From an optimization exercise on the open Yosys and OpenROAD flow, aimed at small area, a short achievable clock period and few clock cycles; shortcuts taken in it are not production practice.
In this exercise RTL edits were held to simulation tests only and were not proved equivalent to the original.
In every run shown here, the design's own scripts or RTL, not TritonCTS, make the clock network.
The flow treats the clock pin as an ideal source. Dropping or thinning the clock tree relies on that and would not hold on a real chip.
Power is estimated from default activity; no workload was simulated.

## flow/design.v

```verilog
`timescale 1ns / 1ps
module conversion(
	ready,postfix,
	clk,reset,load,infix
);
input clk, reset, load;
input [7:0] infix;
output ready;
output [7:0] postfix;
localparam QN = 29;           
reg       c_dig, c_opn, c_cls, c_hi, c_pa, c_hp;
reg [3:0] nib;
wire [3:0] in_n = infix[3:0];
wire       ld   = load & ~reset;
always @(posedge clk) begin
	c_dig <= ld &  infix[4];
	c_opn <= ld & ~infix[4] & ~in_n[2] & ~in_n[1] & ~in_n[0];           
	c_cls <= ld & ~infix[4] & ~in_n[2] & ~in_n[1] &  in_n[0];           
	c_hi  <= ld & ~infix[4] &  in_n[1] & ~(in_n[0] ^ in_n[2]);          
	c_pa  <= ld & ~infix[4] & ~(in_n[2] & in_n[1]) & in_n[0];           
	c_hp  <= ld & ~infix[4] & (in_n[1] | in_n[0]);                      
	nib   <= in_n;
end
wire iv   = c_dig | c_opn | c_hi | c_pa;
reg  rst_r;
always @(posedge clk) rst_r <= reset;
wire c_lo = c_pa & ~c_cls;
reg        lv, lo, hv, ho;
reg [3:0]  hl, hh;            
reg        p;                 
reg [6:0]  so;                
reg        snd, rdy, hd;
reg [3:0]  h;
reg [3:0]  q [1:QN+1];
wire [3:0] hi_n = {1'b1, ho, 1'b1, ho};
wire [3:0] lo_n = {1'b1, lo, ~lo, 1'b1};
wire       n1   = c_dig | (hv & c_hp) | (lv & c_pa);             
wire       n2   = c_pa & hv & lv;                                
wire [3:0] curv = {lv, lo, hv, ho};
wire       e_nib = ~p & c_dig;
wire       e_hi  = ~p & ~c_dig & hv;
wire       e_lo  = p | (~c_dig & ~hv);
wire       o_nib =  p & c_dig;
wire       o_hi  =  p & ~c_dig & hv;
wire       o_lo  = ~p | (~c_dig & ~hv);
wire [3:0] bus_e = ({4{e_nib}} & nib) | ({4{e_hi}} & hi_n) | ({4{e_lo}} & lo_n);
wire [3:0] bus_o = ({4{o_nib}} & nib) | ({4{o_hi}} & hi_n) | ({4{o_lo}} & lo_n);
wire [3:0] bus_es = c_opn ? curv : bus_e;
wire [3:0] bus_os = c_opn ? curv : bus_o;
wire [3:0] top = ({4{so[1]}} & ~q[29]) | ({4{so[2]}} & q[28]) |
                 ({4{so[3]}} & ~q[27]) | ({4{so[4]}} & q[26]) |
                 ({4{so[5]}} & ~q[25]) | ({4{so[6]}} & q[24]);
reg [15:0] dh;                
integer k;
always @(*)
	for (k = 0; k < 16; k = k + 1) dh[k] = hl[k % 4] & hh[k / 4];
wire [7:0] ds = {1'b0, so};
wire       h0   = hl[0] & hh[0];
wire       more = ~h0;                      
wire       done = snd & ~more & ~hv & ~lv;
wire       inc  = n2 | (n1 & p);
wire rl  = ~snd & inc;
wire rr  = snd & more & ~p;
wire rlh = rl & hl[3];
wire rrh = rr & hl[0];
always @(posedge clk) begin
	hl <= rst_r ? 4'b0001 :
	      ({4{rl}} & {hl[2:0], hl[3]}) | ({4{rr}} & {hl[0], hl[3:1]}) |
	      ({4{~rl & ~rr}} & hl);
	hh <= rst_r ? 4'b0001 :
	      ({4{rlh}} & {hh[2:0], hh[3]}) | ({4{rrh}} & {hh[0], hh[3:1]}) |
	      ({4{~rlh & ~rrh}} & hh);
	p  <= ~rst_r & (p ^ (snd ? (more | done) : (n1 & ~n2)));
end
always @(*) q[QN+1] = 4'b0000;
wire [3:0] bn_e  = {4{~snd}} & ~bus_e;
wire [3:0] bn_o  = {4{~snd}} &  bus_o;
wire [3:0] bn_es = {4{~snd}} & ~bus_es;
wire [3:0] bn_os = {4{~snd}} &  bus_os;
genvar i;
generate for (i = 1; i <= QN; i = i + 1) begin : g_q
	wire we;
	if (i % 2 == 0)
		assign we = (~p & dh[i/2]) | (p & dh[i/2-1]) |
		            ((QN - i < 8) ? (c_opn & ds[(QN - i) % 8]) : 1'b0);
	else
		assign we = dh[i/2] |
		            ((QN - i < 8) ? (c_opn & ds[(QN - i) % 8]) : 1'b0);
	always @(posedge clk)
		if (snd | we)
			q[i] <= ~(({4{snd}} & q[i+1]) | ((i % 2 == 0) ? ((i >= QN - 5) ? bn_es : bn_e)
			                                               : ((i >= QN - 5) ? bn_os : bn_o)));
end endgenerate
always @(posedge clk) begin
	if (rst_r) begin
		so  <= 7'd1;
		snd <= 1'b0;
	end
	else if (snd) begin
		if (done)
			snd <= 1'b0;
	end
	else begin
		if (c_opn)
			so <= {so[5:0], 1'b0};
		else if (c_cls)
			so <= {1'b0, so[6:1]};
		if (iv && !load)
			snd <= 1'b1;
	end
end
wire keep = ~c_opn & ~c_pa & ~c_hi;         
always @(posedge clk) begin
	lv <= ~rst_r & ((snd & lv & (more | hv)) |
	                (~snd & ((c_cls & top[3]) | c_lo | (~c_opn & ~c_cls & lv))));
	lo <= (snd & lo) | (~snd & ((c_cls & top[2]) | (c_lo & nib[2]) | (~c_pa & lo)));
	hv <= ~rst_r & ((snd & hv & more) |
	                (~snd & ((c_cls & top[1]) | c_hi | (keep & hv))));
	ho <= (snd & ho) | (~snd & ((c_cls & top[0]) | (c_hi & nib[2]) | (~c_cls & ~c_hi & ho)));
end
wire t_q   = snd & more;
wire t_hi  = snd & ~more & hv;
wire t_lo  = snd & ~more & ~hv;
wire t_nib = ~snd & h0 & ~p & c_dig;        
wire t_h   = ~snd & ~(h0 & ~p & c_dig);
always @(posedge clk) begin
	h  <= ({4{t_q}} & ~q[1]) | ({4{t_hi}} & hi_n) | ({4{t_lo}} & lo_n) |
	      ({4{t_nib}} & nib) | ({4{t_h}} & h);
	hd <= (t_q & ~(~q[1][3] & (~q[1][2] | ~q[1][1]))) | t_nib | (t_h & hd);
end
always @(posedge clk)
	if (reset | rst_r)     rdy <= 1'b0;
	else if (snd)          rdy <= ~done;
	else if (iv && !load)  rdy <= 1'b1;
assign ready   = rdy;
assign postfix = {3'b001, hd, h};
endmodule
```

## flow/flow/run.sh

```bash
#!/bin/bash
# Standard ORFS flow, except that the clock tree is built by flow/cts.tcl.
set -euo pipefail
# port buffers: plain buf_2 instead of the delay cell buffer_ports picks
export BUFFER_PORTS_ARGS="-buffer_cell sky130_fd_sc_hd__buf_2"
R=orfs/results/$FLOW_PLATFORM/conversion/base
bash standard.sh place > flow_place.log 2>&1
RES=$R SETUP_MARGIN=2.85 NROOT=4 NLEAF=2 ROOTBUF=sky130_fd_sc_hd__buf_16 LEAFBUF=sky130_fd_sc_hd__buf_16 \
	openroad -exit -no_init -threads $NUM_CORES flow/cts.tcl > flow_cts.log 2>&1
bash standard.sh finish > flow_finish.log 2>&1
```

## flow/flow/cts.tcl

```tcl
# Clock tree step in place of ORFS's TritonCTS: a shallow balanced tree built
# by tree.tcl (NROOT buffers on the clock port, NLEAF leaf buffers under
# each), then the same timing repair and legalisation as ORFS's cts step.
set R $::env(RES)
set margin $::env(SETUP_MARGIN)
read_liberty $::env(FLOW_HOME)/platforms/sky130hd/lib/sky130_fd_sc_hd__tt_025C_1v80.lib
read_db $R/3_place.odb
read_sdc $R/3_place.sdc
source $::env(FLOW_HOME)/platforms/sky130hd/setRC.tcl
set_dont_use [get_lib_cells {sky130_fd_sc_hd__probe_p_8 sky130_fd_sc_hd__probec_p_8 sky130_fd_sc_hd__lpflow_*}]
source [file join [file dirname [info script]] tree.tcl]
build_tree $::env(NROOT) $::env(NLEAF) $::env(ROOTBUF) $::env(LEAFBUF)
detailed_placement
estimate_parasitics -placement
set_propagated_clock [all_clocks]
report_clock_latency
repair_timing -setup_margin $margin -verbose
detailed_placement
check_placement -verbose
estimate_parasitics -placement
report_clock_latency
report_worst_slack -max
report_worst_slack -min
write_db $R/4_1_cts.odb
write_sdc -no_timestamp $R/4_cts.sdc
```

## flow/flow/tree.tcl

```tcl
# One- or two-level clock tree, built by hand: the clock port drives NROOT
# buffers; each drives NLEAF leaf buffers (or, with NLEAF 0, the flip-flops
# directly). Flip-flops are split into equal groups by recursive bisection
# of their locations, alternating x and y, so the leaves see equal loads.
proc bisect { items k axis } {
  if {$k <= 1} { return [list $items] }
  set items [lsort -integer -index $axis $items]
  set n [llength $items]
  set k1 [expr {$k / 2}]
  set n1 [expr {($n * $k1 + $k / 2) / $k}]
  set other [expr {$axis == 1 ? 2 : 1}]
  return [concat [bisect [lrange $items 0 [expr {$n1 - 1}]] $k1 $other] \
                 [bisect [lrange $items $n1 end] [expr {$k - $k1}] $other]]
}

proc centre { items } {
  set sx 0; set sy 0
  foreach s $items { incr sx [lindex $s 1]; incr sy [lindex $s 2] }
  set n [llength $items]
  return [list [expr {$sx / $n}] [expr {$sy / $n}]]
}

proc add_buf { name master innet xy } {
  set block [ord::get_db_block]
  set inst [odb::dbInst_create $block $master $name]
  set net [odb::dbNet_create $block "${name}_net"]
  $net setSigType CLOCK
  [$inst findITerm A] connect $innet
  [$inst findITerm X] connect $net
  $inst setLocation [expr {[lindex $xy 0] - [$master getWidth] / 2}] \
                    [expr {[lindex $xy 1] - [$master getHeight] / 2}]
  $inst setPlacementStatus PLACED
  return $net
}

proc build_tree { nroot nleaf root_master leaf_master } {
  set block [ord::get_db_block]
  set db [ord::get_db]
  set rm [$db findMaster $root_master]
  set lm [$db findMaster $leaf_master]
  set clk [$block findNet clk]
  set sinks {}
  foreach it [$clk getITerms] {
    set box [[$it getInst] getBBox]
    lappend sinks [list $it [expr {([$box xMin] + [$box xMax]) / 2}] [expr {([$box yMin] + [$box yMax]) / 2}]]
  }
  set roots [bisect $sinks $nroot 1]
  set r 0
  foreach rg $roots {
    set rnet [add_buf "clkroot_$r" $rm $clk [centre $rg]]
    if {$nleaf == 0} {
      foreach s $rg { set it [lindex $s 0]; $it disconnect; $it connect $rnet }
      puts "root $r: [llength $rg] sinks"
    } else {
      set l 0
      foreach lg [bisect $rg $nleaf 2] {
        set lnet [add_buf "clkleaf_${r}_$l" $lm $rnet [centre $lg]]
        foreach s $lg { set it [lindex $s 0]; $it disconnect; $it connect $lnet }
        puts "leaf $r $l: [llength $lg] sinks"
        incr l
      }
    }
    incr r
  }
}
```

## flow/standard.sh

```bash
#!/bin/bash
# synth_recipe.tcl (not shown) runs the flow's synth.tcl, then flattens the netlist and writes it again
# the make line also repeats each setting of config.mk as NAME=value (left out here)
make -C /OpenROAD-flow-scripts/flow DESIGN_CONFIG=/design/flow/config.mk WORK_HOME=/design/flow/orfs CLKGATE_MAP_FILE= SYNTH_SCRIPT=/design/flow/synth_recipe.tcl "${@:-finish}"
```

## flow/config.mk

```make
export PLATFORM = sky130hd
export DESIGN_NAME = conversion
export DESIGN_NICKNAME = conversion
export VERILOG_FILES = /design/flow/design.v
export SDC_FILE = /design/flow/constraint.sdc
export NUM_CORES = 4
export LEC_CHECK = 0
export CAP_MARGIN = 10
export CORE_MARGIN = 2
export CORE_UTILIZATION = 40
export SETUP_SLACK_MARGIN = 2.85
export SLEW_MARGIN = 10
```

## flow/constraint.sdc

```tcl
create_clock -name core_clock -period 4.5 [get_ports {clk}]
set_input_delay 0.9000 -clock core_clock [delete_from_list [all_inputs] [get_ports {clk}]]
set_output_delay 0.9000 -clock core_clock [all_outputs]
set_load 0.01 [all_outputs]
```

==> flow_summary_export.csv, run 1 <==
group,metric,value,unit
sta,setup_ws,2.88,ns
power,clkPwrFrac,31.5,%
global_routing,grtUsageTotal,17.6,%
logic_synthesis,synth_ff_type,"edfxtp_1",
power,p_sw_share,24.4,%
hold_path,hp-class,"reg2reg",
power,p_leak,2.59,nW
global_routing,antenna_found_initial,0,
logic_synthesis,ys_types,66,
flow_run,cap_violations,0,
setup_path,slowest_stage,"edfxtp_1",
global_routing,grt_start_max_net_pins,75,
sta,period_needed,1.62,ns
clocking,cts.clk_slew.worst_paths,0.08,ns
setup_path,critPathMaxFanout,7,
run_status,status,"finished clean",
finish,drive_gt1_share,17.4,%
global_routing,grt_pass1_wl,25500,um
setup_path,cpPeakStageDelay,0.42,ns
floorplanning,io_pins,20,
setup_path,path_cells,"nand2b_4 -> mux2i_4 -> a21o_4 -> o221ai_1",
setup_path,path_class,"reg2reg",
logic_synthesis,ys_ff_latch,154,
sta,slew_violations,0,
power,totalPowerFinal,3.29,mW
floorplanning,placeableCoreArea,0.0165,mm2
sta,period_share,36.1,%
logic_synthesis,synth_most_common_cell,"edfxtp_1",
logic_synthesis,synthTopCellsByCount,"118 x edfxtp_1, 74 x o21ai_0, 61 x a21oi_1, 58 x nand2_1, 36 x dfxtp_1",
floorplanning,die-area,0.0179,mm2
logic_synthesis,synth.cell_area,0.00672,mm2
detailed_routing,firstDrtPassIters,5,
setup_path,critPathRequiredTime,4.47,ns
detailed_routing,drc,0,
detailed_routing,via_count,4674,
global_routing,grt_pass1_vias,4568,
sta,grt_setup_unrepaired,"yes",
sta,tightest_slew,0.828,ns
detailed_routing,viasPerCell,5.87,
finish,diodes,0,
sta,setup_violations,0,
placement,hpwl,10000,um
detailed_routing,wl_per_cell,20.5,um
power,p_int,2.49,mW
placement,place_ws,2.07,ns
setup_path,crit_path_end_kind,"flop",
floorplanning,die_y,134,um
logic_synthesis,async_flop_share,0,%
power,powerDensity,437,mW/mm2
clocking,insertion_delay,0.25,ns
sta,fmax,616,MHz
floorplanning,initial_core_util,40.7,%
sta,whs,0.537,ns
sta,slew_headroom,44.7,%
global_routing,gr-total-overflow,0,
detailed_routing,drt-total-wl,16300,um
floorplanning,fp.dieW,134,um
power,p_sw,0.803,mW
finish,areaGrowthSynthToFinish,12.3,%
logic_synthesis,synth_edf_count,118,
setup_path,cp_data_arrival_time,1.59,ns
setup_path,cp-start-kind,"flop",
sta,finalHoldViolations,0,
logic_synthesis,seq_area_frac_synth,63.5,%
power,combPwrFrac,15.6,%
logic_synthesis,synth.yosys.warnings,2,
finish,layout.nets,589,
placement,io_buffers,13,
detailed_routing,detail-route-antenna-nets,0,
sta,fin_skew,0.0175,ns
logic_synthesis,postSynthCellCount,576,
floorplanning,rows,47,
placement,gp_congestion,0.875,
logic_synthesis,synth_area_leaders,"edfxtp_1 53%, dfxtp_1 11%, o21ai_0 5.5%",
sta,tns,0,ns
power,seq_power_share,52.9,%
logic_synthesis,yosys.area.top_type_share,52.7,%
logic_synthesis,synth_area_leader_cell,"edfxtp_1",
logic_synthesis,synth.avg_cell_area,11.7,um2
detailed_routing,initialDrtViolationCount,517,
power,max-vdd-ir-drop,0.203,mV
==> state kept, by name, summed over array words and instances, names as in the netlist, named ones only <==
signal and cells:
c_hp 1, snd 1, so 7, hl 4, nib 4, q 116
rdy 1, c_opn 1, hd 1, lv 1, h 4, c_hi 1
c_cls 1, c_dig 1, hv 1, rst_r 1, p 1, c_pa 1
hh 4
==> worst max-delay path: cells and delay by family, from the launching register on <==
family	cells	cell delay [ns]
compound gates	2	0.42
flops	1	0.42
mux	1	0.34
simple gates	1	0.17
==> final cells by class <==
class | count | area [um2]
flip-flops and latches | 154 | 4280
fillers | 1459 | 8980
inverters | 15 | 67.6
multi-input cells | 352 | 2200
plain buffers | 12 | 330
repair buffers | 43 | 388
well taps | 220 | 275
==> metal layers <==
metal / routed length, um / part of all wire (%) / vias up / global-route usage [%]
met5: 0 / 0 / - / 0
met4: 487 / 3.0 / 0 / 5.14
met3: 771 / 4.7 / 30 / 0.875
met2: 7670 / 47 / 158 / 28.6
met1: 7360 / 45 / 2343 / 25.9
li1: - / - / 2143 / -
==> final timing paths <==
check | startpoint | end | slack (ns) | cells after the start
worst max-delay path | flop | q[24][0]$_DFFE_PP_ | 2.88 | 4
worst min-delay path | so[0]$_SDFFE_PP1P_ | so[0]$_SDFFE_PP1P_ | 0.54 | 2
worst max register to register | flop | q[24][0]$_DFFE_PP_ | 2.88 | 4
worst min register to register | so[0]$_SDFFE_PP1P_ | so[0]$_SDFFE_PP1P_ | 0.54 | 2
==> kinds of logic (layout without fill, tap and decap cells) <==
family                    after synthesis  count (layout)  share of synthesized area [%]
buffers and inverters                  72              70                           5.46
other                                   2               3                          0.112
muxes                                  14              14                           2.20
xor gates and xnor gates                1               1                          0.130
and+or+nand+nor                       127             127                           9.05
AOI/OAI and AO/OA                     206             207                           19.6
DFF                                   154             154                           63.5
==> layout by cell type, fill, tap and decap left out, types with 3 or more instances in the layout <==
cell	synthesis	layout
a211oi_1	7	7
a21o_1	3	3
a21oi_1	61	60
a221o_1	6	4
a221oi_1	6	6
a22oi_1	3	3
a2bb2oi_1	4	4
a31oi_1	4	4
and3_1	5	5
buf_16	0	14
buf_2	19	13
buf_4	10	21
conb_1	2	3
dfxtp_1	36	30
dfxtp_4	0	4
edfxtp_1	118	118
inv_1	14	12
mux2_2	6	6
mux2i_1	8	7
nand2_1	58	56
nand3_1	15	15
nor2_1	20	19
nor2b_1	3	3
nor3_1	9	9
o211ai_1	3	3
o21ai_0	74	74
o22ai_1	6	6
o31ai_1	3	3
==> power groups by stage <==
stage / registers [mW] / logic (mW) / clock network, mW
2_1_floorplan: 1.75 / 0.302 / 0
3_3_place_gp: 1.78 / 0.382 / 0
3_5_place_dp: 1.78 / 0.391 / 0
5_1_grt: 1.75 / 0.561 / 1.10
6_report: 1.74 / 0.513 / 1.04
==> per-stage QoR <==
stage / cells / util [%] / area, um2
2_1_floorplan: 577 / - / 6720
3_3_place_gp: 758 / 41.1 / 6790
3_5_place_dp: 758 / 41.1 / 6790
6_report: 796 / 45.7 / 7540
5_1_grt: 796 / 45.7 / 7540
Testbench counts, summed over its fixed seeds: cycles 5,210.
==> inputs of run 2 (changes only) <==
--- a/flow/flow/run.sh
+++ b/flow/flow/run.sh
@@ -6,5 +6,5 @@
 R=orfs/results/$FLOW_PLATFORM/conversion/base
 bash standard.sh place > flow_place.log 2>&1
-RES=$R SETUP_MARGIN=2.85 NROOT=4 NLEAF=2 ROOTBUF=sky130_fd_sc_hd__buf_16 LEAFBUF=sky130_fd_sc_hd__buf_16 \
+RES=$R SETUP_MARGIN=2.85 NROOT=4 NLEAF=3 ROOTBUF=sky130_fd_sc_hd__buf_16 LEAFBUF=sky130_fd_sc_hd__buf_8 \
 	openroad -exit -no_init -threads $NUM_CORES flow/cts.tcl > flow_cts.log 2>&1
 bash standard.sh finish > flow_finish.log 2>&1
--- a/flow/config.mk
+++ b/flow/config.mk
@@ -6,7 +6,7 @@
 export NUM_CORES = 4
 export LEC_CHECK = 0
-export CAP_MARGIN = 10
+export CAP_MARGIN = 20
 export CORE_MARGIN = 2
 export CORE_UTILIZATION = 40
 export SETUP_SLACK_MARGIN = 2.85
-export SLEW_MARGIN = 10
+export SLEW_MARGIN = 20
==> run 2 against run 1 <==
  * Setup slack worse by 0.016 ns
  * Via count up 1.4%
  * Critical path depth down 1
  * Die area unchanged
  * Flip-flop and latch count unchanged
  * Global-route usage up 0.34 points
  * Synthesized cell count unchanged
  * Critical endpoint is now q[26][1]$_DFFE_PP_
  * Largest power group unchanged
  * Highest routed layer unchanged
==> flow_summary_export.csv, run 2 <==
group,metric,value,unit
global_routing,antenna_found_initial,0,
logic_synthesis,synth_area_leaders,"edfxtp_1 53%, dfxtp_1 11%, o21ai_0 5.5%",
global_routing,gr-total-overflow,0,
finish,layout.nets,597,
finish,largest_register_ffs,116,
sta,fmax,610,MHz
global_routing,grt_pass1_vias,4622,
hold_path,hp-class,"reg2reg",
power,max-vdd-ir-drop,0.257,mV
setup_path,reg2reg_from,"p$_DFF_P_",
placement,io_buffers,13,
clocking,cts.clk_slew.worst_paths,0.09,ns
detailed_routing,firstDrtPassIters,5,
floorplanning,die-area,0.0179,mm2
setup_path,cp_data_arrival_time,1.60,ns
sta,slew_headroom,46.2,%
detailed_routing,via_count,4741,
logic_synthesis,synth_area_leader_cell,"edfxtp_1",
finish,layout_commonest_cell,"edfxtp_1",
setup_path,critPathTopFamily,"compound AO/OA/AOI/OAI gates",
finish,final_util,45.9,%
setup_path,slowest_stage,"a221o_2",
placement,gp_congestion,0.875,
sta,tightest_slew,0.806,ns
power,powerDensity,421,mW/mm2
logic_synthesis,synth_most_common_cell,"edfxtp_1",
global_routing,grt_pass1_wl,25900,um
floorplanning,die_y,134,um
finish,drive_gt1_share,19.0,%
setup_path,endpoint,"q[26][1]$_DFFE_PP_",
power,p_sw,0.799,mW
placement,post_dp_cell_area,0.00679,mm2
sta,fin_skew,0.0201,ns
sta,finalHoldViolations,0,
setup_path,crit_path_end_kind,"flop",
global_routing,grt_start_max_net_pins,75,
logic_synthesis,synthTopCellsByCount,"118 x edfxtp_1, 74 x o21ai_0, 61 x a21oi_1, 58 x nand2_1, 36 x dfxtp_1",
power,p_leak,2.61,nW
logic_synthesis,async_flop_share,0,%
logic_synthesis,synth.yosys.warnings,2,
detailed_routing,wl_per_cell,20.6,um
detailed_routing,initialDrtViolationCount,500,
logic_synthesis,synth.cell_area,0.00672,mm2
setup_path,path_depth,3,
setup_path,path_cells,"buf_8 -> mux2_2 -> a221o_2",
setup_path,path_class,"reg2reg",
power,seq_power_share,54.7,%
finish,reg_top3,"q (116), so (7)",
clocking,insertion_delay,0.24,ns
power,clkPwrFrac,29.1,%
logic_synthesis,synth.avg_cell_area,11.7,um2
finish,final_cell_area,0.00758,mm2
placement,hpwl,10000,um
setup_path,critPathLaunch,"p$_DFF_P_",
setup_path,cpPeakStageDelay,0.43,ns
sta,setup_ws,2.86,ns
setup_path,timing.rr.end,"q[26][1]$_DFFE_PP_",
setup_path,cp-start-kind,"flop",
detailed_routing,drt-total-wl,16600,um
run_status,status,"finished clean",
sta,period_needed,1.64,ns
power,p_int,2.39,mW
finish,areaGrowthSynthToFinish,12.8,%
finish,diodes,0,
sta,setup_violations,0,
floorplanning,placeableCoreArea,0.0165,mm2
logic_synthesis,seq_area_frac_synth,63.5,%
floorplanning,rows,47,
setup_path,crit_buf_inv,1,
detailed_routing,drc,0,
global_routing,grtUsageTotal,18.0,%
placement,place_ws,2.07,ns
sta,period_share,36.4,%
sta,grt_setup_unrepaired,"yes",
floorplanning,fp.dieW,134,um
logic_synthesis,synth_edf_count,118,
sta,tns,0,ns
logic_synthesis,yosys.area.top_type_share,52.7,%
finish,largest-register,"q",
flow_run,cap_violations,0,
logic_synthesis,postSynthCellCount,576,
floorplanning,initial_core_util,40.7,%
power,p_sw_share,25.0,%
finish,layout_common_cells,"118 x edfxtp_1, 74 x o21ai_0, 59 x a21oi_1",
logic_synthesis,ys_ff_latch,154,
logic_synthesis,synth_ff_type,"edfxtp_1",
detailed_routing,detail-route-antenna-nets,0,
sta,slew_violations,0,
setup_path,r2r_cells,3,
setup_path,critPathMaxFanout,11,
power,combPwrFrac,16.2,%
floorplanning,io_pins,20,
detailed_routing,viasPerCell,5.90,
setup_path,r2r_setup_slack,2.86,ns
logic_synthesis,ys_types,66,
setup_path,critPathRequiredTime,4.46,ns
run 2: kinds of logic after synthesis:
family | Yosys count | synth area share [%]
other | 2 | 0.112
buffers and inverters | 72 | 5.46
AND/OR/NAND/NOR | 127 | 9.05
multiplexers | 14 | 2.20
AO/OA/AOI/OAI | 206 | 19.6
XOR/XNOR | 1 | 0.130
flip-flops | 154 | 63.5
run 2: metal layers:
layer	GRT usage, %	vias to the layer above	wire length [um]
met1	25.7	2351	7360
met3	1.90	32	1000
met2	28.4	193	7660
met5	0	-	0
li1	-	2165	-
met4	6.68	0	553
run 2: through the flow:
stage	cells	hold slack, ns	total power [mW]
floorplan	577	0.457	2.05
global placement	758	0.495	2.16
detailed placement	758	0.524	2.17
global route	804	0.556	3.33
finish	804	0.537	3.19
run 2: layout make-up:
| class | count | area (um2) |
|---|---|---|
| Multi-Input combinational cell | 352 | 2220 |
| Timing Repair Buffer | 47 | 445 |
| Inverter | 15 | 67.6 |
| Buffer | 16 | 290 |
| Fill cell | 1469 | 8940 |
| Sequential cell | 154 | 4280 |
| Tap cell | 220 | 275 |
run 2: worst min-delay path by stage:
| stage | from | to | slack (ns) | depth (start not counted) |
|---|---|---|---|---|
| 5_1_grt | q[21][3]$_DFFE_PP_ | q[20][3]$_DFFE_PP_ | 0.56 | 1 |
| 6_report | q[21][3]$_DFFE_PP_ | q[20][3]$_DFFE_PP_ | 0.54 | 1 |
| 2_1_floorplan | so[0]$_SDFFE_PP1P_ | so[0]$_SDFFE_PP1P_ | 0.46 | 2 |
| 3_5_place_dp | hd$_DFF_P_ | hd$_DFF_P_ | 0.52 | 2 |
| 3_3_place_gp | hd$_DFF_P_ | hd$_DFF_P_ | 0.50 | 2 |
run 2: power groups by stage:
stage                     combinational [mW]  clock [mW]  sequential [mW]
after detailed placement               0.391           0             1.78
final                                  0.519       0.929             1.75
after global routing                   0.566        1.01             1.75
after floorplan                        0.302           0             1.75
after global placement                 0.382           0             1.78
==> inputs of run 3 (changes only) <==
--- a/flow/flow/run.sh
+++ b/flow/flow/run.sh
@@ -6,5 +6,5 @@
 R=orfs/results/$FLOW_PLATFORM/conversion/base
 bash standard.sh place > flow_place.log 2>&1
-RES=$R SETUP_MARGIN=2.85 NROOT=4 NLEAF=3 ROOTBUF=sky130_fd_sc_hd__buf_16 LEAFBUF=sky130_fd_sc_hd__buf_8 \
+RES=$R SETUP_MARGIN=2.8 NROOT=4 NLEAF=2 ROOTBUF=sky130_fd_sc_hd__buf_16 LEAFBUF=sky130_fd_sc_hd__buf_16 \
 	openroad -exit -no_init -threads $NUM_CORES flow/cts.tcl > flow_cts.log 2>&1
 bash standard.sh finish > flow_finish.log 2>&1
--- a/flow/config.mk
+++ b/flow/config.mk
@@ -9,4 +9,4 @@
 export CORE_MARGIN = 2
 export CORE_UTILIZATION = 40
-export SETUP_SLACK_MARGIN = 2.85
+export SETUP_SLACK_MARGIN = 2.8
 export SLEW_MARGIN = 20
==> run 3 against run 2 <==
  * Critical endpoint unchanged
  * Sequential power about the same
  * Area after synthesis unchanged
  * Register-to-register slack lost 0.04 ns
  * Critical path type unchanged
  * Global-route usage fell by 0.34 points
  * Worst hold slack is essentially flat
  * First-iteration DRC count rose by 7.2%
  * Utilization decreased by 0.62 points
==> flow_summary_export.csv, run 3 <==
group,metric,value,unit
global_routing,grtUsageTotal,17.6,%
floorplanning,die-area,0.0179,mm2
power,p_sw_share,24.3,%
logic_synthesis,synth.cell_area,0.00672,mm2
detailed_routing,detail-route-antenna-nets,0,
finish,fillers,1471,
floorplanning,die_y,134,um
logic_synthesis,synth.yosys.warnings,2,
sta,fin_skew,0.0132,ns
logic_synthesis,synth_ff_type,"edfxtp_1",
logic_synthesis,seq_area_frac_synth,63.5,%
floorplanning,io_pins,20,
detailed_routing,firstDrtPassIters,5,
setup_path,critPathRequiredTime,4.48,ns
power,clkPwrFrac,31.7,%
finish,largest_register_ffs,116,
sta,setup_ws,2.83,ns
setup_path,critPathLaunch,"p$_DFF_P_",
sta,tightest_slew,0.825,ns
finish,largest-register,"q",
logic_synthesis,async_flop_share,0,%
setup_path,endpoint,"q[26][1]$_DFFE_PP_",
logic_synthesis,synth_edf_count,118,
global_routing,grt_pass1_vias,4533,
placement,gp_congestion,0.875,
power,powerDensity,438,mW/mm2
setup_path,r2r_setup_slack,2.83,ns
setup_path,cp_data_arrival_time,1.65,ns
logic_synthesis,synth_most_common_cell,"edfxtp_1",
floorplanning,initial_core_util,40.7,%
setup_path,cp-start-kind,"flop",
finish,drive_gt1_share,15.8,%
finish,layout_common_cells,"118 x edfxtp_1, 74 x o21ai_0, 60 x a21oi_1",
sta,period_needed,1.67,ns
global_routing,gr-total-overflow,0,
finish,diodes,0,
clocking,cts.clk_slew.worst_paths,0.08,ns
hold_path,hp-class,"reg2reg",
setup_path,crit_path_end_kind,"flop",
finish,reg_top3,"q (116), so (7)",
power,p_int,2.48,mW
setup_path,path_class,"reg2reg",
floorplanning,rows,47,
floorplanning,fp.dieW,134,um
logic_synthesis,ys_types,66,
sta,slew_violations,0,
sta,grt_setup_unrepaired,"yes",
setup_path,r2r_cells,3,
clocking,insertion_delay,0.24,ns
sta,period_share,37.2,%
detailed_routing,drc,0,
setup_path,reg2reg_from,"p$_DFF_P_",
placement,io_buffers,13,
detailed_routing,wl_per_cell,20.6,um
global_routing,grt_pass1_wl,25400,um
logic_synthesis,postSynthCellCount,576,
power,combPwrFrac,15.1,%
global_routing,antenna_found_initial,0,
logic_synthesis,synthTopCellsByCount,"118 x edfxtp_1, 74 x o21ai_0, 61 x a21oi_1, 58 x nand2_1, 36 x dfxtp_1",
run_status,status,"finished clean",
global_routing,grt_start_max_net_pins,75,
detailed_routing,via_count,4612,
sta,slew_headroom,45.0,%
power,p_sw,0.797,mW
setup_path,timing.rr.end,"q[26][1]$_DFFE_PP_",
logic_synthesis,synth.avg_cell_area,11.7,um2
sta,setup_violations,0,
finish,areaGrowthSynthToFinish,11.3,%
logic_synthesis,synth_area_leader_cell,"edfxtp_1",
floorplanning,placeableCoreArea,0.0165,mm2
power,p_leak,2.55,nW
detailed_routing,initialDrtViolationCount,536,
logic_synthesis,ys_ff_latch,154,
power,max-vdd-ir-drop,0.199,mV
logic_synthesis,yosys.area.top_type_share,52.7,%
logic_synthesis,synth_area_leaders,"edfxtp_1 53%, dfxtp_1 11%, o21ai_0 5.5%",
sta,tns,0,ns
detailed_routing,viasPerCell,5.85,
finish,layout_commonest_cell,"edfxtp_1",
sta,fmax,597,MHz
placement,hpwl,10000,um
sta,whs,0.537,ns
power,seq_power_share,53.3,%
placement,place_ws,2.07,ns
setup_path,critPathMaxFanout,11,
detailed_routing,drt-total-wl,16200,um
sta,finalHoldViolations,0,
flow_run,cap_violations,0,
finish,layout.nets,582,
run 3: cell counts after synthesis:
Identical to the previous run, type by type.
run 3: worst max-delay path, stage by stage, from the launching register on:
cell	delay, ns
dfxtp_4	0.42
buf_8	0.18
mux2_2	0.39
a221o_2	0.43
run 3: worst min path at each step:
stage	from	to	slack [ns]	cells past startpoint
after floorplan	so[0]$_SDFFE_PP1P_	so[0]$_SDFFE_PP1P_	0.46	2
after global placement	hd$_DFF_P_	hd$_DFF_P_	0.50	2
after detailed placement	hd$_DFF_P_	hd$_DFF_P_	0.52	2
after global routing	hd$_DFF_P_	hd$_DFF_P_	0.56	2
final	h[2]$_DFF_P_	h[2]$_DFF_P_	0.54	2
run 3: metal layers:
metal  global-route usage (%)  wire length (um)  vias to the layer above
li1                         -                 -                     2133
met1                     25.9              7460                     2305
met2                     27.7              7510                      140
met3                     1.03               684                       34
met4                     6.74               576                        0
met5                        0                 0                        -
run 3: kinds of logic (layout without fill, tap and decap cells):
logic type,after synthesis,count (layout),synth area share [%]
xor gates and xnor gates,1,1,0.130
buffers and inverters,72,63,5.46
muxes,14,14,2.20
AOI/OAI and AO/OA,206,207,19.6
DFF,154,154,63.5
other,2,3,0.112
and+or+nand+nor,127,127,9.05
run 3: layout make-up:
class                      count  area, um2  area share, %
buffer                        12        330           4.42
inverter                      15       58.8          0.786
multi-input combinational    352       2190           29.3
sequential                   154       4280           57.2
tap                          220        275           3.68
timing repair buffer          36        348           4.65
run 3: power by group through the flow:
stage / Combinational, mW / Sequential (mW) / Clock [mW]
6_report: 0.494 / 1.75 / 1.04
3_5_place_dp: 0.391 / 1.78 / 0
3_3_place_gp: 0.382 / 1.78 / 0
5_1_grt: 0.543 / 1.75 / 1.10
2_1_floorplan: 0.302 / 1.75 / 0
run 3: metrics by stage:
step | power, mW | utilization (%) | std cells | instance area (um2)
2_1_floorplan | 2.05 | - | 577 | 6720
3_3_place_gp | 2.16 | 41.1 | 758 | 6790
3_5_place_dp | 2.17 | 41.1 | 758 | 6790
5_1_grt | 3.40 | 45.3 | 789 | 7480
6_report | 3.28 | 45.3 | 789 | 7480
==> inputs of run 4 (changes only) <==
--- a/flow/flow/run.sh
+++ b/flow/flow/run.sh
@@ -6,5 +6,5 @@
 R=orfs/results/$FLOW_PLATFORM/conversion/base
 bash standard.sh place > flow_place.log 2>&1
-RES=$R SETUP_MARGIN=2.8 NROOT=4 NLEAF=2 ROOTBUF=sky130_fd_sc_hd__buf_16 LEAFBUF=sky130_fd_sc_hd__buf_16 \
+RES=$R TNS=0 SETUP_MARGIN=2.85 NROOT=4 NLEAF=2 ROOTBUF=sky130_fd_sc_hd__buf_16 LEAFBUF=sky130_fd_sc_hd__buf_16 \
 	openroad -exit -no_init -threads $NUM_CORES flow/cts.tcl > flow_cts.log 2>&1
 bash standard.sh finish > flow_finish.log 2>&1
--- a/flow/flow/cts.tcl
+++ b/flow/flow/cts.tcl
@@ -15,5 +15,5 @@
 set_propagated_clock [all_clocks]
 report_clock_latency
-repair_timing -setup_margin $margin -verbose
+repair_timing -setup_margin $margin -repair_tns $::env(TNS) -verbose
 detailed_placement
 check_placement -verbose
--- a/flow/config.mk
+++ b/flow/config.mk
@@ -9,4 +9,5 @@
 export CORE_MARGIN = 2
 export CORE_UTILIZATION = 40
-export SETUP_SLACK_MARGIN = 2.8
+export SETUP_SLACK_MARGIN = 2.85
 export SLEW_MARGIN = 20
+export TNS_END_PERCENT = 0
==> run 4 against run 3 <==
  * Still clean on timing, DRC and antenna
  * Clock skew down 0.0029 ns
  * Synthesized cell count unchanged
  * Clock power about the same
  * Critical path type unchanged
  * Largest power group unchanged
==> flow_summary_export.csv, run 4 <==
group,metric,value,unit
clocking,insertion_delay,0.24,ns
finish,drive_gt1_share,12.7,%
detailed_routing,firstDrtPassIters,5,
logic_synthesis,synth.avg_cell_area,11.7,um2
detailed_routing,viasPerCell,5.85,
setup_path,path_cells,"inv_1 -> o31ai_4 -> buf_4 -> o21ai_0",
sta,finalHoldViolations,0,
detailed_routing,via_count,4519,
setup_path,critPathTopFamily,"compound AO/OA/AOI/OAI gates",
floorplanning,rows,47,
finish,diodes,0,
finish,largest-register,"q",
global_routing,grt_start_max_net_pins,75,
logic_synthesis,synthTopCellsByCount,"118 x edfxtp_1, 74 x o21ai_0, 61 x a21oi_1, 58 x nand2_1, 36 x dfxtp_1",
setup_path,slowest_stage,"o31ai_4",
power,p_sw_share,24.0,%
logic_synthesis,synth_area_leaders,"edfxtp_1 53%, dfxtp_1 11%, o21ai_0 5.5%",
logic_synthesis,postSynthCellCount,576,
flow_run,cap_violations,0,
logic_synthesis,synth_area_leader_cell,"edfxtp_1",
sta,period_needed,1.79,ns
sta,grt_setup_unrepaired,"yes",
logic_synthesis,async_flop_share,0,%
power,powerDensity,441,mW/mm2
finish,seq_area,0.00428,mm2
setup_path,cpPeakStageDelay,0.48,ns
detailed_routing,initialDrtViolationCount,499,
logic_synthesis,ys_ff_latch,154,
logic_synthesis,seq_area_frac_synth,63.5,%
floorplanning,die-area,0.0179,mm2
sta,period_share,39.7,%
finish,final_cell_area,0.00727,mm2
global_routing,gr-total-overflow,0,
setup_path,path_depth,4,
finish,areaGrowthSynthToFinish,8.23,%
hold_path,min_path_cells,2,
power,clkPwrFrac,32.1,%
logic_synthesis,synth_most_common_cell,"edfxtp_1",
sta,slew_violations,0,
setup_path,path_class,"reg2reg",
floorplanning,placeableCoreArea,0.0165,mm2
logic_synthesis,yosys.area.top_type_share,52.7,%
floorplanning,io_pins,20,
finish,largest_register_ffs,116,
logic_synthesis,synth_ff_type,"edfxtp_1",
setup_path,cp-start-kind,"flop",
logic_synthesis,synth_edf_count,118,
finish,instances_no_fill,773,
setup_path,critPathRequiredTime,4.47,ns
setup_path,crit_path_end_kind,"flop",
sta,setup_ws,2.71,ns
floorplanning,die_y,134,um
finish,layout_common_cells,"118 x edfxtp_1, 74 x o21ai_0, 61 x a21oi_1",
floorplanning,fp.dieW,134,um
run_status,status,"finished clean",
placement,hpwl,10000,um
logic_synthesis,synth.yosys.warnings,2,
logic_synthesis,synth.cell_area,0.00672,mm2
finish,multi_input_area,0.00216,mm2
power,seq_power_share,54.6,%
power,combPwrFrac,13.2,%
sta,tightest_slew,0.811,ns
global_routing,grt_pass1_vias,4510,
setup_path,r2r_cells,4,
floorplanning,initial_core_util,40.7,%
hold_path,hp-class,"reg2reg",
power,p_sw,0.770,mW
placement,post_dp_cell_area,0.00679,mm2
sta,slew_headroom,45.8,%
global_routing,grtUsageTotal,17.3,%
detailed_routing,drt-total-wl,15400,um
finish,fillers,1497,
setup_path,cp_data_arrival_time,1.76,ns
finish,layout_commonest_cell,"edfxtp_1",
global_routing,antenna_found_initial,0,
setup_path,crit_buf_inv,2,
sta,tns,0,ns
finish,final_util,44.0,%
detailed_routing,wl_per_cell,19.9,um
power,p_int,2.43,mW
placement,dpl.cell_count,758,
clocking,cts.clk_slew.worst_paths,0.08,ns
setup_path,critPathMaxFanout,11,
detailed_routing,drc,0,
power,max-vdd-ir-drop,0.194,mV
detailed_routing,detail-route-antenna-nets,0,
logic_synthesis,ys_types,66,
power,p_leak,2.44,nW
placement,gp_congestion,0.875,
sta,fmax,559,MHz
finish,reg_top3,"q (116), so (7)",
global_routing,grt_pass1_wl,25000,um
sta,fin_skew,0.0103,ns
sta,setup_violations,0,
placement,place_ws,2.07,ns
placement,io_buffers,13,
finish,layout.nets,566,
[run 4: power groups by stage]
stage / clock network, mW / logic [mW] / registers (mW)
floorplan: 0 / 0.302 / 1.75
global placement: 0 / 0.382 / 1.78
detailed placement: 0 / 0.391 / 1.78
global route: 1.10 / 0.473 / 1.76
finish: 1.03 / 0.424 / 1.75
[run 4: path summary, 6_finish.rpt]
| path | startpoint | slack (ns) | to |
|---|---|---|---|
| max | c_dig$_DFF_P_ | 2.71 | q[16][3]$_DFFE_PP_ |
| min | h[2]$_DFF_P_ | 0.54 | h[2]$_DFF_P_ |
| max reg2reg | c_dig$_DFF_P_ | 2.71 | q[16][3]$_DFFE_PP_ |
| min reg2reg | h[2]$_DFF_P_ | 0.54 | h[2]$_DFF_P_ |
[run 4: cell type report]
class | instances | area share, %
Sequential cell | 154 | 58.8
Multi-Input combinational cell | 351 | 29.7
Buffer | 12 | 4.54
Tap cell | 220 | 3.79
Timing Repair Buffer | 21 | 2.32
Inverter | 15 | 0.809
[run 4: worst reg2reg max path: cells and delay by family, from the launching register on]
family / cells / cell delay (ns)
AO/OA/AOI/OAI: 2 / 0.59
flip-flops: 1 / 0.47
buffers and inverters: 2 / 0.45
[run 4: cells by family (layout without fill, tap and decap cells)]
kind of cell,after synthesis,in the layout,share of synthesized area (%)
xor gates and xnor gates,1,1,0.130
buffers and inverters,72,48,5.46
AOI/OAI and AO/OA,206,206,19.6
DFF,154,154,63.5
and+or+nand+nor,127,127,9.05
other,2,3,0.112
muxes,14,14,2.20
[run 4: per-layer routing]
layer | up-vias | GRT usage [%] | part of all wire, %
met5 | - | 0 | 0
met4 | 0 | 6.62 | 3.5
met3 | 29 | 0.989 | 4.4
met2 | 135 | 27.2 | 47
met1 | 2261 | 25.3 | 45
li1 | 2094 | - | -
[run 4: metrics by stage]
step / hold slack [ns] / total power [mW]
after global routing: 0.558 / 3.33
after global placement: 0.495 / 2.16
after floorplan: 0.457 / 2.05
after detailed placement: 0.524 / 2.17
final: 0.536 / 3.20
==> inputs of run 5 (changes only) <==
--- a/flow/flow/run.sh
+++ b/flow/flow/run.sh
@@ -6,5 +6,5 @@
 R=orfs/results/$FLOW_PLATFORM/conversion/base
 bash standard.sh place > flow_place.log 2>&1
-RES=$R TNS=0 SETUP_MARGIN=2.85 NROOT=4 NLEAF=2 ROOTBUF=sky130_fd_sc_hd__buf_16 LEAFBUF=sky130_fd_sc_hd__buf_16 \
+RES=$R TNS=20 SETUP_MARGIN=2.85 NROOT=4 NLEAF=2 ROOTBUF=sky130_fd_sc_hd__buf_16 LEAFBUF=sky130_fd_sc_hd__buf_16 \
 	openroad -exit -no_init -threads $NUM_CORES flow/cts.tcl > flow_cts.log 2>&1
 bash standard.sh finish > flow_finish.log 2>&1
--- a/flow/config.mk
+++ b/flow/config.mk
@@ -11,3 +11,3 @@
 export SETUP_SLACK_MARGIN = 2.85
 export SLEW_MARGIN = 20
-export TNS_END_PERCENT = 0
+export TNS_END_PERCENT = 20
==> run 5 against run 4 <==
  * Global-route usage grew 0.35 points
  * First-iteration DRC count decreased by 11%
  * Clock skew up 0.0063 ns
  * Setup slack improved by 0.066 ns
  * Power rose by 2.2%
  * Sequential share of layout area shrank 1.7 points
  * Maximum frequency rose by 3.8%
  * Critical path type unchanged
  * Flip-flop and latch count unchanged
  * Clock power hardly changed
  * Via count grew 3.3%
  * Critical path depth fell by 1
  * Still clean
==> flow_summary_export.csv, run 5 <==
group,metric,value,unit
finish,fillers,1471,
setup_path,slowest_stage,"a221o_2",
setup_path,critPathMaxFanout,11,
detailed_routing,drc,0,
logic_synthesis,synth_edf_count,118,
hold_path,hp-class,"reg2reg",
setup_path,path_class,"reg2reg",
global_routing,grt_start_max_net_pins,75,
sta,tns,0,ns
logic_synthesis,seq_area_frac_synth,63.5,%
setup_path,critPathRequiredTime,4.48,ns
finish,final_cell_area,0.00749,mm2
clocking,cts.clk_slew.worst_paths,0.08,ns
logic_synthesis,async_flop_share,0,%
logic_synthesis,synth_ff_type,"edfxtp_1",
logic_synthesis,ys_types,66,
floorplanning,die_y,134,um
detailed_routing,detail-route-antenna-nets,0,
detailed_routing,wl_per_cell,20.7,um
setup_path,reg2reg_from,"p$_DFF_P_",
setup_path,crit_path_end_kind,"flop",
placement,gp_congestion,0.875,
finish,layout.nets,585,
logic_synthesis,synth.cell_area,0.00672,mm2
finish,diodes,0,
detailed_routing,initialDrtViolationCount,442,
power,powerDensity,437,mW/mm2
logic_synthesis,synth.avg_cell_area,11.7,um2
sta,setup_violations,0,
logic_synthesis,synth_area_leaders,"edfxtp_1 53%, dfxtp_1 11%, o21ai_0 5.5%",
sta,grt_setup_unrepaired,"yes",
floorplanning,rows,47,
finish,reg_top3,"q (116), so (7)",
global_routing,grt_pass1_wl,25400,um
finish,layout_commonest_cell,"edfxtp_1",
placement,hpwl,10000,um
finish,largest-register,"q",
sta,period_needed,1.72,ns
sta,fmax,581,MHz
logic_synthesis,synth_area_leader_cell,"edfxtp_1",
global_routing,antenna_found_initial,0,
sta,period_share,38.2,%
setup_path,cp_data_arrival_time,1.70,ns
setup_path,cp-start-kind,"flop",
floorplanning,fp.dieW,134,um
logic_synthesis,yosys.area.top_type_share,52.7,%
flow_run,cap_violations,0,
floorplanning,io_pins,20,
detailed_routing,drt-total-wl,16400,um
logic_synthesis,ys_ff_latch,154,
logic_synthesis,synthTopCellsByCount,"118 x edfxtp_1, 74 x o21ai_0, 61 x a21oi_1, 58 x nand2_1, 36 x dfxtp_1",
sta,finalHoldViolations,0,
clocking,insertion_delay,0.25,ns
detailed_routing,firstDrtPassIters,7,
finish,areaGrowthSynthToFinish,11.5,%
floorplanning,initial_core_util,40.7,%
sta,fin_skew,0.0165,ns
power,max-vdd-ir-drop,0.203,mV
finish,layout_common_cells,"118 x edfxtp_1, 74 x o21ai_0, 61 x a21oi_1",
sta,slew_violations,0,
sta,slew_headroom,46.5,%
detailed_routing,via_count,4670,
logic_synthesis,synth.yosys.warnings,2,
placement,post_dp_cell_area,0.00679,mm2
floorplanning,placeableCoreArea,0.0165,mm2
finish,largest_register_ffs,116,
placement,io_buffers,13,
setup_path,path_cells,"buf_6 -> mux2_2 -> a221o_2",
global_routing,grtUsageTotal,17.6,%
hold_path,hp-start,"h[2]$_DFF_P_",
detailed_routing,viasPerCell,5.90,
run_status,status,"finished clean",
power,p_leak,2.57,nW
setup_path,cpPeakStageDelay,0.45,ns
global_routing,grt_pass1_vias,4556,
finish,drive_gt1_share,15.9,%
logic_synthesis,postSynthCellCount,576,
logic_synthesis,synth_most_common_cell,"edfxtp_1",
setup_path,critPathLaunch,"p$_DFF_P_",
floorplanning,die-area,0.0179,mm2
sta,tightest_slew,0.801,ns
global_routing,gr-total-overflow,0,
==> run 5: cell counts after synthesis <==
No cell type changed its count.
==> run 5: path summary, 6_finish.rpt <==
| path | to | slack [ns] | depth (start not counted) |
|---|---|---|---|
| worst min register to register | h[2]$_DFF_P_ | 0.54 | 2 |
| worst max-delay path | q[26][1]$_DFFE_PP_ | 2.78 | 3 |
| worst min-delay path | h[2]$_DFF_P_ | 0.54 | 2 |
| worst max register to register | q[26][1]$_DFFE_PP_ | 2.78 | 3 |
==> run 5: power breakdown <==
part / internal (mW) / switching, mW
registers: 1.68 / 0.0617
logic: 0.201 / 0.291
clock network: 0.593 / 0.444
==> run 5: cell families (layout without fill, tap and decap cells) <==
group / count (synthesis) / count (layout) / share of synthesized area (%)
compound gates: 206 / 207 / 19.6
xor+xnor: 1 / 1 / 0.130
buf+inv: 72 / 66 / 5.46
flops: 154 / 154 / 63.5
mux: 14 / 14 / 2.20
other cells: 2 / 3 / 0.112
simple gates: 127 / 127 / 9.05
==> run 5: cell type report <==
class,count,area (um2),share of cell area (%)
Sequential cell,154,4280,57.1
Tap cell,220,275,3.67
Multi-Input combinational cell,352,2170,29.0
Timing Repair Buffer,39,372,4.96
Inverter,15,61.3,0.818
Buffer,12,330,4.41
==> run 5: per-stage QoR <==
stage	util, %	hold slack (ns)	total power, mW	worst slack (ns)	cells
2_1_floorplan	-	0.457	2.05	2.96	577
3_3_place_gp	41.1	0.495	2.16	2.12	758
3_5_place_dp	41.1	0.524	2.17	2.07	758
5_1_grt	45.3	0.558	3.40	2.75	792
6_report	45.3	0.537	3.27	2.78	792
==> run 5: layer usage <==
layer  part of all wire (%)  track usage (%)  up-vias
li1                       -                -     2137
met1                     45             25.7     2320
met2                     46             28.1      172
met3                    5.3             1.07       41
met4                    3.8             6.26        0
met5                      0                0        -
==> run 5: critical path: cells and delay by family, from the launching register on <==
kind	cells	cell delay [ns]
AO/OA/AOI/OAI	1	0.45
flip-flops	1	0.42
buffers and inverters	1	0.19
multiplexers	1	0.40
==> inputs of run 6 (changes only) <==
--- a/flow/flow/run.sh
+++ b/flow/flow/run.sh
@@ -6,5 +6,5 @@
 R=orfs/results/$FLOW_PLATFORM/conversion/base
 bash standard.sh place > flow_place.log 2>&1
-RES=$R TNS=20 SETUP_MARGIN=2.85 NROOT=4 NLEAF=2 ROOTBUF=sky130_fd_sc_hd__buf_16 LEAFBUF=sky130_fd_sc_hd__buf_16 \
+RES=$R TNS=0 SETUP_MARGIN=2.95 NROOT=4 NLEAF=2 ROOTBUF=sky130_fd_sc_hd__buf_16 LEAFBUF=sky130_fd_sc_hd__buf_16 \
 	openroad -exit -no_init -threads $NUM_CORES flow/cts.tcl > flow_cts.log 2>&1
 bash standard.sh finish > flow_finish.log 2>&1
--- a/flow/config.mk
+++ b/flow/config.mk
@@ -9,5 +9,5 @@
 export CORE_MARGIN = 2
 export CORE_UTILIZATION = 40
-export SETUP_SLACK_MARGIN = 2.85
+export SETUP_SLACK_MARGIN = 2.95
 export SLEW_MARGIN = 20
-export TNS_END_PERCENT = 20
+export TNS_END_PERCENT = 0
==> run 6 against run 5 <==
  * Synthesized cell count is the same
  * Worst hold slack is essentially flat
  * Design area grew 0.92%
  * Via count grew 0.17%
  * Power grew 0.48%
  * Wire length shrank 0.21%
==> flow_summary_export.csv, run 6 <==
group,metric,value,unit
run_status,status,"finished clean",
global_routing,gr-total-overflow,0,
setup_path,cpPeakStageDelay,0.43,ns
floorplanning,fp.dieW,134,um
logic_synthesis,synth_area_leader_cell,"edfxtp_1",
sta,period_share,37.3,%
setup_path,path_class,"reg2reg",
logic_synthesis,ys_types,66,
logic_synthesis,synth.yosys.warnings,2,
floorplanning,rows,47,
finish,diodes,0,
power,max-vdd-ir-drop,0.204,mV
sta,grt_setup_unrepaired,"yes",
global_routing,antenna_found_initial,0,
floorplanning,placeableCoreArea,0.0165,mm2
logic_synthesis,async_flop_share,0,%
setup_path,cp_data_arrival_time,1.65,ns
placement,io_buffers,13,
setup_path,crit_path_end_kind,"flop",
sta,slew_headroom,44.7,%
logic_synthesis,yosys.area.top_type_share,52.7,%
detailed_routing,wl_per_cell,20.6,um
detailed_routing,viasPerCell,5.90,
global_routing,grt_pass1_vias,4511,
sta,tns,0,ns
flow_run,cap_violations,0,
logic_synthesis,synthTopCellsByCount,"118 x edfxtp_1, 74 x o21ai_0, 61 x a21oi_1, 58 x nand2_1, 36 x dfxtp_1",
logic_synthesis,synth_top_family_by_area,"compound AO/OA/AOI/OAI gates",
sta,finalHoldViolations,0,
setup_path,path_cells,"buf_8 -> mux2_2 -> a221o_2",
finish,areaGrowthSynthToFinish,12.5,%
sta,fin_skew,0.0172,ns
finish,layout.nets,586,
power,p_leak,2.59,nW
logic_synthesis,synth-adder-area-share,0,%
global_routing,grtUsageTotal,17.3,%
finish,largest_register_ffs,116,
floorplanning,io_pins,20,
floorplanning,die_y,134,um
clocking,cts.clk_slew.worst_paths,0.08,ns
floorplanning,die-area,0.0179,mm2
setup_path,critPathMaxFanout,11,
finish,reg_top3,"q (116), so (7)",
finish,layout_commonest_cell,"edfxtp_1",
sta,fmax,596,MHz
placement,gp_congestion,0.875,
setup_path,slowest_stage,"a221o_2",
logic_synthesis,yosys.area_share.simple,9.05,%
detailed_routing,drt-total-wl,16400,um
finish,drive_gt1_share,16.8,%
placement,post_dp_cell_area,0.00679,mm2
global_routing,grt_start_max_net_pins,75,
detailed_routing,via_count,4678,
logic_synthesis,synth_area_leaders,"edfxtp_1 53%, dfxtp_1 11%, o21ai_0 5.5%",
finish,largest-register,"q",
finish,final_cell_area,0.00756,mm2
floorplanning,initial_core_util,40.7,%
logic_synthesis,synth.cell_area,0.00672,mm2
logic_synthesis,synth_edf_count,118,
logic_synthesis,postSynthCellCount,576,
detailed_routing,firstDrtPassIters,5,
logic_synthesis,synth.avg_cell_area,11.7,um2
logic_synthesis,synth-compound-area-share,19.6,%
sta,slew_violations,0,
logic_synthesis,ys_ff_latch,154,
setup_path,cp-start-kind,"flop",
detailed_routing,initialDrtViolationCount,539,
sta,period_needed,1.68,ns
logic_synthesis,seq_area_frac_synth,63.5,%
detailed_routing,drc,0,
hold_path,hp-class,"reg2reg",
global_routing,grt_pass1_wl,25000,um
logic_synthesis,synth_xor_area_share,0.130,%
clocking,insertion_delay,0.25,ns
power,powerDensity,435,mW/mm2
logic_synthesis,synth_most_common_cell,"edfxtp_1",
logic_synthesis,synth_ff_type,"edfxtp_1",
finish,fillers,1469,
sta,tightest_slew,0.829,ns
sta,setup_violations,0,
placement,hpwl,10000,um
setup_path,critPathRequiredTime,4.48,ns
logic_synthesis,synth_mux_area_share,2.20,%
detailed_routing,detail-route-antenna-nets,0,
finish,layout_common_cells,"118 x edfxtp_1, 74 x o21ai_0, 60 x a21oi_1",
[run 6: cell counts after synthesis]
Identical to the previous run, type by type.
[run 6: final cells by class]
class,instances,area [um2],area share (%)
flip-flops and latches,154,4280,56.6
repair buffers,40,393,5.20
well taps,220,275,3.64
multi-input cells,352,2220,29.4
plain buffers,12,330,4.37
inverters,15,58.8,0.778
[run 6: metrics by stage]
step | hold slack [ns] | instances | setup slack [ns] | total power [mW] | util, %
2_1_floorplan | 0.457 | 577 | 2.96 | 2.05 | -
3_3_place_gp | 0.495 | 758 | 2.12 | 2.16 | 41.1
3_5_place_dp | 0.524 | 758 | 2.07 | 2.17 | 41.1
5_1_grt | 0.558 | 793 | 2.81 | 3.41 | 45.8
6_report | 0.536 | 793 | 2.82 | 3.29 | 45.8
[run 6: cells by family (layout without fill, tap and decap cells)]
group | count (synthesis) | count (layout)
AO/OA/AOI/OAI | 206 | 207
AND/OR/NAND/NOR | 127 | 127
multiplexers | 14 | 14
XOR/XNOR | 1 | 1
other | 2 | 3
buffers and inverters | 72 | 67
flip-flops | 154 | 154
[run 6: metal layers]
| layer | up-vias | track usage (%) | routed length, um |
|---|---|---|---|
| met5 | - | 0 | 0 |
| met4 | 0 | 6.62 | 517 |
| met3 | 31 | 1.03 | 886 |
| met2 | 190 | 27.2 | 7650 |
| met1 | 2318 | 25.3 | 7310 |
| li1 | 2139 | - | - |
[run 6: final timing paths]
kind / startpoint / endpoint / slack (ns) / cells after the start
min: h[2]$_DFF_P_ / h[2]$_DFF_P_ / 0.54 / 2
max: p$_DFF_P_ / q[26][1]$_DFFE_PP_ / 2.82 / 3
min reg2reg: h[2]$_DFF_P_ / h[2]$_DFF_P_ / 0.54 / 2
max reg2reg: p$_DFF_P_ / q[26][1]$_DFFE_PP_ / 2.82 / 3
[run 6: report_power, final]
part	internal, mW	switching [mW]
clock	0.593	0.444
sequential	1.68	0.0632
combinational	0.212	0.294
[run 6: critical path: cells and delay by family, from the launching register on]
family          cells  cell delay (ns)
mux                 1             0.40
flops               1             0.42
buf+inv             1             0.18
compound gates      1             0.43
==> inputs of run 7 (changes only) <==
--- a/flow/flow/run.sh
+++ b/flow/flow/run.sh
@@ -6,5 +6,5 @@
 R=orfs/results/$FLOW_PLATFORM/conversion/base
 bash standard.sh place > flow_place.log 2>&1
-RES=$R TNS=0 SETUP_MARGIN=2.95 NROOT=4 NLEAF=2 ROOTBUF=sky130_fd_sc_hd__buf_16 LEAFBUF=sky130_fd_sc_hd__buf_16 \
+RES=$R TNS=0 SETUP_MARGIN=3.15 NROOT=4 NLEAF=2 ROOTBUF=sky130_fd_sc_hd__buf_16 LEAFBUF=sky130_fd_sc_hd__buf_16 \
 	openroad -exit -no_init -threads $NUM_CORES flow/cts.tcl > flow_cts.log 2>&1
 bash standard.sh finish > flow_finish.log 2>&1
--- a/flow/config.mk
+++ b/flow/config.mk
@@ -9,5 +9,5 @@
 export CORE_MARGIN = 2
 export CORE_UTILIZATION = 40
-export SETUP_SLACK_MARGIN = 2.95
+export SETUP_SLACK_MARGIN = 3.15
 export SLEW_MARGIN = 20
 export TNS_END_PERCENT = 0
==> run 7 against run 6 <==
  * Clock skew fell by 0.0052 ns
  * Maximum frequency rose by 5.9%
  * Sequential power barely moved
  * Power rose by 1.1%
  * Final cell count rose by 1.0%
  * Register-to-register slack improved by 0.09 ns
  * Design area rose by 2.1%
  * Via count rose by 0.79%
  * Die area did not move
  * Synthesized cell count did not move
  * Critical path type unchanged
  * Critical endpoint is now q[28][1]$_DFFE_PP_
  * Highest routed layer unchanged
==> flow_summary_export.csv, run 7 <==
group,metric,value,unit
detailed_routing,drc,0,
detailed_routing,detail-route-antenna-nets,0,
sta,period_needed,1.58,ns
setup_path,critPathRequiredTime,4.46,ns
detailed_routing,drt-total-wl,16300,um
floorplanning,fp.dieW,134,um
finish,layout.nets,594,
global_routing,grtUsageTotal,18.0,%
sta,fin_skew,0.0119,ns
sta,tns,0,ns
floorplanning,die_y,134,um
detailed_routing,viasPerCell,5.89,
finish,layout_commonest_cell,"edfxtp_1",
logic_synthesis,synth_area_leaders,"edfxtp_1 53%, dfxtp_1 11%, o21ai_0 5.5%",
setup_path,crit_path_end_kind,"flop",
detailed_routing,wl_met2,7660,um
global_routing,antenna_found_initial,0,
placement,io_buffers,13,
finish,drive_gt1_share,20.0,%
detailed_routing,firstDrtPassIters,5,
clocking,insertion_delay,0.24,ns
global_routing,gr-total-overflow,0,
sta,tightest_slew,0.821,ns
logic_synthesis,synth.avg_cell_area,11.7,um2
detailed_routing,met1_length,7070,um
setup_path,r2r_setup_slack,2.92,ns
logic_synthesis,async_flop_share,0,%
logic_synthesis,synth.cell_area,0.00672,mm2
power,powerDensity,431,mW/mm2
detailed_routing,highest_layer,"met4",
setup_path,critPathMaxFanout,7,
finish,fillers,1462,
setup_path,cp-start-kind,"flop",
setup_path,slowest_stage,"a221o_1",
sta,finalHoldViolations,0,
global_routing,grt_start_max_net_pins,63,
sta,setup_violations,0,
finish,reg_top3,"q (116), so (7)",
global_routing,grt_pass1_wl,25900,um
logic_synthesis,synth.yosys.warnings,2,
run_status,status,"finished clean",
detailed_routing,met3_length,1060,um
logic_synthesis,synth_ff_type,"edfxtp_1",
setup_path,path_cells,"buf_12 -> mux2_4 -> a221o_1",
logic_synthesis,synth_area_leader_cell,"edfxtp_1",
logic_synthesis,synth_most_common_cell,"edfxtp_1",
power,totalPowerFinal,3.33,mW
sta,slew_headroom,45.2,%
logic_synthesis,ys_ff_latch,154,
detailed_routing,initialDrtViolationCount,428,
sta,grt_setup_unrepaired,"yes",
finish,layout_common_cells,"118 x edfxtp_1, 72 x o21ai_0, 60 x a21oi_1",
floorplanning,io_pins,20,
floorplanning,die-area,0.0179,mm2
clocking,cts.clk_slew.worst_paths,0.08,ns
logic_synthesis,postSynthCellCount,576,
finish,areaGrowthSynthToFinish,14.9,%
detailed_routing,via_count,4715,
finish,largest-register,"q",
setup_path,cp_data_arrival_time,1.54,ns
floorplanning,placeableCoreArea,0.0165,mm2
logic_synthesis,ys_types,66,
sta,period_share,35.2,%
sta,slew_violations,0,
hold_path,hp-class,"reg2reg",
finish,largest_register_ffs,116,
setup_path,cpPeakStageDelay,0.43,ns
setup_path,path_class,"reg2reg",
finish,final_cell_area,0.00772,mm2
detailed_routing,wl_per_cell,20.3,um
placement,hpwl,9870,um
floorplanning,initial_core_util,40.7,%
floorplanning,rows,47,
logic_synthesis,seq_area_frac_synth,63.5,%
finish,final_util,46.7,%
logic_synthesis,yosys.area.top_type_share,52.7,%
placement,gp_congestion,0.879,
logic_synthesis,synth_edf_count,118,
finish,diodes,0,
logic_synthesis,synthTopCellsByCount,"118 x edfxtp_1, 74 x o21ai_0, 61 x a21oi_1, 58 x nand2_1, 36 x dfxtp_1",
power,p_leak,2.63,nW
global_routing,grt_pass1_vias,4681,
sta,fmax,631,MHz
flow_run,cap_violations,0,
power,max-vdd-ir-drop,0.228,mV
placement,post_dp_cell_area,0.00682,mm2
[run 7: cell count changes in the layout (fill, tap and decap cells not counted), sizes merged]
cell / change
buf: +7
inv: -1
clkbuf: +1
clkinvlp: +1
[run 7: cell families after synthesis]
| family | synth area share, % |
|---|---|
| AOI/OAI and AO/OA | 19.6 |
| other | 0.112 |
| xor gates and xnor gates | 0.130 |
| muxes | 2.20 |
| and+or+nand+nor | 9.05 |
| buffers and inverters | 5.46 |
| DFF | 63.5 |
[run 7: per-layer routing]
metal  track usage, %  vias to the layer above
met5                0                        -
met4             4.61                        0
met3            0.837                       36
met2             29.4                      192
met1             26.4                     2325
li1                 -                     2162
[run 7: worst max-delay path: cells and delay by family, from the launching register on]
kind,cells,cell delay (ns)
flip-flops,1,0.42
AO/OA/AOI/OAI,1,0.43
buffers and inverters,1,0.12
multiplexers,1,0.33
[run 7: path summary, 6_finish.rpt]
kind / from / end / cells after the start
hold reg to reg: so[0]$_SDFFE_PP1P_ / so[0]$_SDFFE_PP1P_ / 2
setup reg to reg: p$_DFF_P_ / q[28][1]$_DFFE_PP_ / 3
hold / removal: so[0]$_SDFFE_PP1P_ / so[0]$_SDFFE_PP1P_ / 2
setup / recovery: p$_DFF_P_ / q[28][1]$_DFFE_PP_ / 3
[run 7: power breakdown]
| group | switching, mW | leakage, nW | internal, mW | total (mW) |
|---|---|---|---|---|
| sequential | 0.0642 | 1.37 | 1.69 | 1.75 |
| clock | 0.432 | 0.152 | 0.593 | 1.03 |
| combinational | 0.300 | 1.11 | 0.250 | 0.551 |
[run 7: layout make-up]
cell class / instances / area (um2) / share of cell area [%]
timing repair buffer: 48 / 509 / 6.60
inverter: 15 / 67.6 / 0.875
buffer: 12 / 330 / 4.28
multi-input combinational: 352 / 2250 / 29.1
tap: 220 / 275 / 3.57
sequential: 154 / 4290 / 55.6
[run 7: stage by stage]
step | cells | worst slack (ns) | hold slack (ns)
floorplan | 577 | 3.10 | 0.457
global placement | 757 | 2.27 | 0.500
detailed placement | 757 | 2.23 | 0.520
global route | 801 | 2.89 | 0.559
finish | 801 | 2.92 | 0.529

[separate check: timing with driven ports]
No port has a modelled driver above. Below, the same layouts with a new extraction and two added sets of constraints.
Step 1 sets driving cells, clkbuf_16 on the clock port and buf_2 on the other inputs (assumed; they add their load-dependent delay and slew).
Step 2 moves the port delays by t, midway between the first and last clock arrival at a register: inputs arrive t later, outputs are due t later. That takes back most of the time a late clock gives input paths.
Slacks: ideal ports / drivers / drivers and shift; pairs: ideal ports / drivers.
| run | t, ns | setup WS [ns] | hold WS [ns] | worst register clock-pin slew, ns | worst slew at a driven data input, ns |
|---|---|---|---|---|---|
| run 1 | 0.349 | 2.878 / 2.783 / 2.726 | 0.537 / 0.537 / 0.537 | 0.08 / 0.08 | 0.03 |
| run 2 | 0.338 | 2.861 / 2.790 / 2.725 | 0.537 / 0.537 / 0.537 | 0.09 / 0.09 | 0.03 |
| run 3 | 0.348 | 2.826 / 2.774 / 2.728 | 0.537 / 0.537 / 0.537 | 0.08 / 0.08 | 0.03 |
| run 4 | 0.347 | 2.713 / 2.713 / 2.713 | 0.536 / 0.536 / 0.536 | 0.08 / 0.08 | 0.03 |
| run 5 | 0.349 | 2.779 / 2.779 / 2.727 | 0.537 / 0.537 / 0.537 | 0.09 / 0.09 | 0.03 |
| run 6 | 0.350 | 2.821 / 2.778 / 2.726 | 0.536 / 0.536 / 0.536 | 0.09 / 0.09 | 0.03 |
| run 7 | 0.338 | 2.915 / 2.812 / 2.915 | 0.529 / 0.529 / 0.529 | 0.08 / 0.08 | 0.03 |
After both steps setup and hold are still met in every run listed. The setup slack of run 1, which loses most, moves by -0.095 ns with the drivers and by -0.152 ns with both steps.
